Context: an optimization exercise on an open-source flow, tuned for small area. The choices shown serve that exercise and are no tape-out recipe.
In this exercise RTL edits were held to simulation tests only and were not proved equivalent to the original.
Power is estimated from default activity; no workload was simulated.

## nickel
==> flow/design.v <==
`timescale 1ns / 1ps
module Car_Alarm_System_S (
input Brake_depressed_switch , Hidden_switch , Ignition_switch , Driver_door , Passenger_door ,Clock, System_reset,
output Fuel_pump_power , Siren , Status_indicator
);
  wire rst, ig, brk, hid, dd, pd;
  Debouncer D1 (Clock, System_reset, rst);
  Debouncer D2 (Clock, Ignition_switch, ig);
  Debouncer D3 (Clock, Brake_depressed_switch, brk);
  Debouncer D4 (Clock, Hidden_switch, hid);
  Debouncer D5 (Clock, Driver_door, dd);
  Debouncer D6 (Clock, Passenger_door, pd);
  reg fp_q;
  assign Fuel_pump_power = ~rst & ig & ((brk & hid) | fp_q);
  always @(posedge Clock) fp_q <= Fuel_pump_power;
  localparam Armed = 3'b000, Triggered = 3'b001, Sound_Alarm = 3'b010, Disarmed = 3'b011,
             Ignition_off = 3'b100, Door_open = 3'b101, Door_close = 3'b110, Alarm_on = 3'b111;
  reg [2:0] state, next_state;
  reg [1:0] cls;
  reg start, drv;
  reg expired;
  wire tick;
  wire door = dd | pd;
  always @(*) begin
    case (state)
      Armed:        next_state = ig ? Disarmed : door ? Triggered : Armed;
      Triggered:    next_state = ig ? Disarmed : expired ? Sound_Alarm : Triggered;
      Sound_Alarm:  next_state = (~door | ig) ? Alarm_on : Sound_Alarm;
      Alarm_on:     next_state = ~expired ? Alarm_on : ~door ? Armed : ig ? Disarmed : Alarm_on;
      Disarmed:     next_state = ig ? Disarmed : Ignition_off;
      Ignition_off: next_state = dd ? Door_open : Ignition_off;
      Door_open:    next_state = ~door ? Door_close : Door_open;
      default:      next_state = expired ? Armed : door ? Door_open : Door_close;
    endcase
  end
  always @(posedge Clock) begin
    state <= rst ? Armed : next_state;
    case (state)
      Armed:                 cls <= 2'b01;
      Triggered:             cls <= 2'b10;
      Sound_Alarm, Alarm_on: cls <= 2'b11;
      default:               cls <= 2'b00;
    endcase
    start <= (state == Armed & ~ig & door) | (state == Sound_Alarm & (~door | ig)) |
             (state == Door_open & ~door);
    drv <= dd;
  end
  assign Siren = cls[1] & cls[0];
  reg [3:0] counter;
  wire [3:0] value = (cls == 2'b01) ? (drv ? 4'd2 : 4'd15) : cls[1] ? 4'd10 : 4'd6;
  always @(posedge Clock) begin
    if (rst)
      counter <= 4'd0;
    else if (start)
      counter <= value;
    else if (tick && counter != 4'd0)
      counter <= counter - 1'b1;
    expired <= ~rst & ~start & tick & (counter == 4'd1);
  end
  TickDivider TD (Clock, rst | start, tick);
  reg led;
  assign Status_indicator = led;
  always @(posedge Clock)
    if (rst)
      led <= 1'b0;
    else if (tick)
      led <= cls[1] | (cls[0] & ~led);
endmodule
module Debouncer (input clock, I, output reg O);
  reg [10:0] r;
  reg IReg;
  wire diff = IReg ^ I;
  wire at_end = (r[10:1] == 10'b0101010101);
  always @(posedge clock) begin
    IReg <= I;
    if (diff)
      r <= 11'b01010100111;
    else
      r <= {~r[9:0], r[10] ^ r[8]};
    if (!diff && at_end)
      O <= IReg;
  end
endmodule
module TickDivider (input clk, rst, output tick);
  reg [13:0] q;
  wire z = (q[12:0] == 13'b1010101010101);
  assign tick = z & ~q[13];
  always @(posedge clk)
    if (rst)
      q <= 14'b01010101010100;
    else
      q <= {~q[12:0], q[13] ^ q[4] ^ q[2] ^ q[0] ^ z};
endmodule
Settings: LEC_CHECK=0, ABC_AREA=1, CAP_MARGIN=20, CORE_MARGIN=2, CORE_UTILIZATION=75, SLEW_MARGIN=20; clock period 10.0 ns.
run.sh (not shown) runs the stock make flow with config.mk's settings and CLKGATE_MAP_FILE= SYNTH_SCRIPT=/design/flow/synth_recipe.tcl, a recipe that flattens the netlist after the stock synthesis.
The inputs of indigo differ from those of nickel as listed below.
- a change of CORE_UTILIZATION from 75 to 40
- a deleted ABC_AREA that had been 1
==> results.txt <==
nickel → indigo: cell count rose about 0.9%; detailed-placement wirelength estimate lost 500 um; sequential share of power has increased; sum of internal, switching and leakage power went down. Higher cell area goes to nickel over indigo. Compared with nickel, indigo shows via count lower by 12%. Comparing indigo and nickel, layout-stage area growth over the synthesis result is higher on indigo.

* * *

job 101:
// Car_Alarm_System_S: RTL as listed in full above, without the edits since
clock: 10.0 ns
lec_check: 0
cap_margin: 20
core_margin: 2
core_utilization: 40
gpl_timing_driven: 0
slew_margin: 20
standard.sh (not shown) runs the stock make flow with config.mk's settings and CLKGATE_MAP_FILE= SYNTH_SCRIPT=/design/flow/synth_recipe.tcl, a recipe that flattens the netlist after the stock synthesis.
==> flow/flow/run.sh <==
#!/bin/bash
# Standard ORFS layout with a leaner clock tree (no dummy loads, clkbuf_8 sink
# buffers) and minimum-size port buffers. Synthesis is the standard one.
set -euo pipefail
export CTS_ARGS="-sink_clustering_enable -repair_clock_nets -dont_use_dummy_load -buf_list sky130_fd_sc_hd__clkbuf_8"
export BUFFER_PORTS_ARGS="-buffer_cell sky130_fd_sc_hd__buf_1"
bash standard.sh finish > standard_make.log 2>&1
Job 101 reached the end of the flow, and the finished layout is clean on the timing, DRC and antenna checks.
## Diff of input files: job 102 against job 101
- removing GPL_TIMING_DRIVEN (formerly 0)
- changing CORE_UTILIZATION from 40 to 70
==> flow/flow/run.sh <==
#!/bin/bash
# Standard ORFS layout with a leaner clock tree (no dummy loads, clkbuf_8 sink
# buffers) and minimum-size port buffers. Synthesis is the standard one.
set -euo pipefail
export CTS_ARGS="-sink_clustering_enable -repair_clock_nets -dont_use_dummy_load -buf_list sky130_fd_sc_hd__clkbuf_8 -sink_clustering_size 30 -sink_clustering_max_diameter 150"
export BUFFER_PORTS_ARGS="-buffer_cell sky130_fd_sc_hd__buf_1"
bash standard.sh finish > standard_make.log 2>&1
Every stage of the flow completed for job 102, and the final layout passed the timing, DRC and antenna checks. The final reports for job 102 and job 101 show number of non-clock buffers in the layout lower in the former. The run with more routed wire is job 102, not job 101. When job 102 is measured against job 101, its die area turns out about 40% lower. Compared with job 101, job 102 shows total power higher by 0.39%. Of job 101 and job 102, job 101 shows the lower share of cell area taken by flip-flops and latches, with job 102 above it. Signal arrival time at the worst endpoint across job 101 and job 102: no real change. The run showing the smaller area growth from synthesis to layout is job 102. The worst-case reg-to-reg path depth was comparable across job 101 and job 102. Cell area improves in job 102 relative to job 101. ~same maximum frequency in job 101 and job 102.
[inputs] job 103 vs job 102
- CORE_UTILIZATION changed from 70 to 40
- ABC_AREA newly set to 1
==> flow/run.sh (new file) <==
#!/bin/bash
# synth_recipe.tcl (not shown) runs the flow's synth.tcl, then flattens the netlist and writes it again
# the make line also repeats each setting of config.mk as NAME=value (left out here)
make -C /OpenROAD-flow-scripts/flow DESIGN_CONFIG=/design/flow/config.mk WORK_HOME=/design/flow/orfs CLKGATE_MAP_FILE= SYNTH_SCRIPT=/design/flow/synth_recipe.tcl finish
removed: flow/flow/run.sh
removed: flow/standard.sh
--- outcome ---
- Compared with job 102, job 103 shows a final area that is 9.8% higher.
- Time the final worst path needs with I/O delays and setup in job 103 is 0.47 ns above job 102.
- Relative to job 102, job 103 degrades internal power consumption.
- Against job 102, job 103 reports a share of the synthesized area in compound gates (AO/OA/AOI/OAI) that is lower.
For job 104, these inputs were changed with respect to job 103:
- setting GPL_TIMING_DRIVEN to 0 for the first time
- removing ABC_AREA (formerly 1)
==> results.txt <==
Re routed wire length: job 103 and job 104 aren't equal, and the lower value belongs to job 104.
On job 104: clock power is about 5% lower than what job 103 gave.
Complex-gate fraction of the synthesized area ended up 1.3 points higher on job 104 than on job 103.
Per the comparison of job 104 with job 103, multi-input combinational cell count decreased by 25 relative to the old numbers; final worst setup slack up 0.075 ns; total core area shrank by about 5%; switching power as a share of total power went down by 2.6 points.

==> what the ideal ports hide <==
How much do the figures lean on ideal ports? The routed layouts below were timed once more, with nothing changed but the port constraints.
Step 1: set_driving_cell puts a clkbuf_16 on Clock and a buf_2 on each other input, an assumption about the parent block.
Step 2, shift: input delay + t, output delay - t, t = (earliest + latest rising clock arrival at the registers) / 2. This alone moves slack from input paths to output paths.
Slacks: ideal / step 1 / step 2; pairs: ideal / step 1.
| run | t (ns) | setup WS [ns] | worst register clock-pin slew, ns |
|---|---|---|---|
| nickel | 0.392 | 6.090 / 6.063 / 6.439 | 0.10 / 0.10 |
| indigo | 0.379 | 6.208 / 6.180 / 6.457 | 0.10 / 0.10 |
| job 101 | 0.369 | 6.625 / 6.596 / 6.754 | 0.10 / 0.10 |
| job 102 | 0.370 | 6.624 / 6.595 / 6.791 | 0.10 / 0.10 |
| job 103 | 0.385 | 6.152 / 6.122 / 6.474 | 0.11 / 0.11 |
| job 104 | 0.377 | 6.227 / 6.199 / 6.369 | 0.09 / 0.09 |
After both steps setup and hold are still met in every run listed.
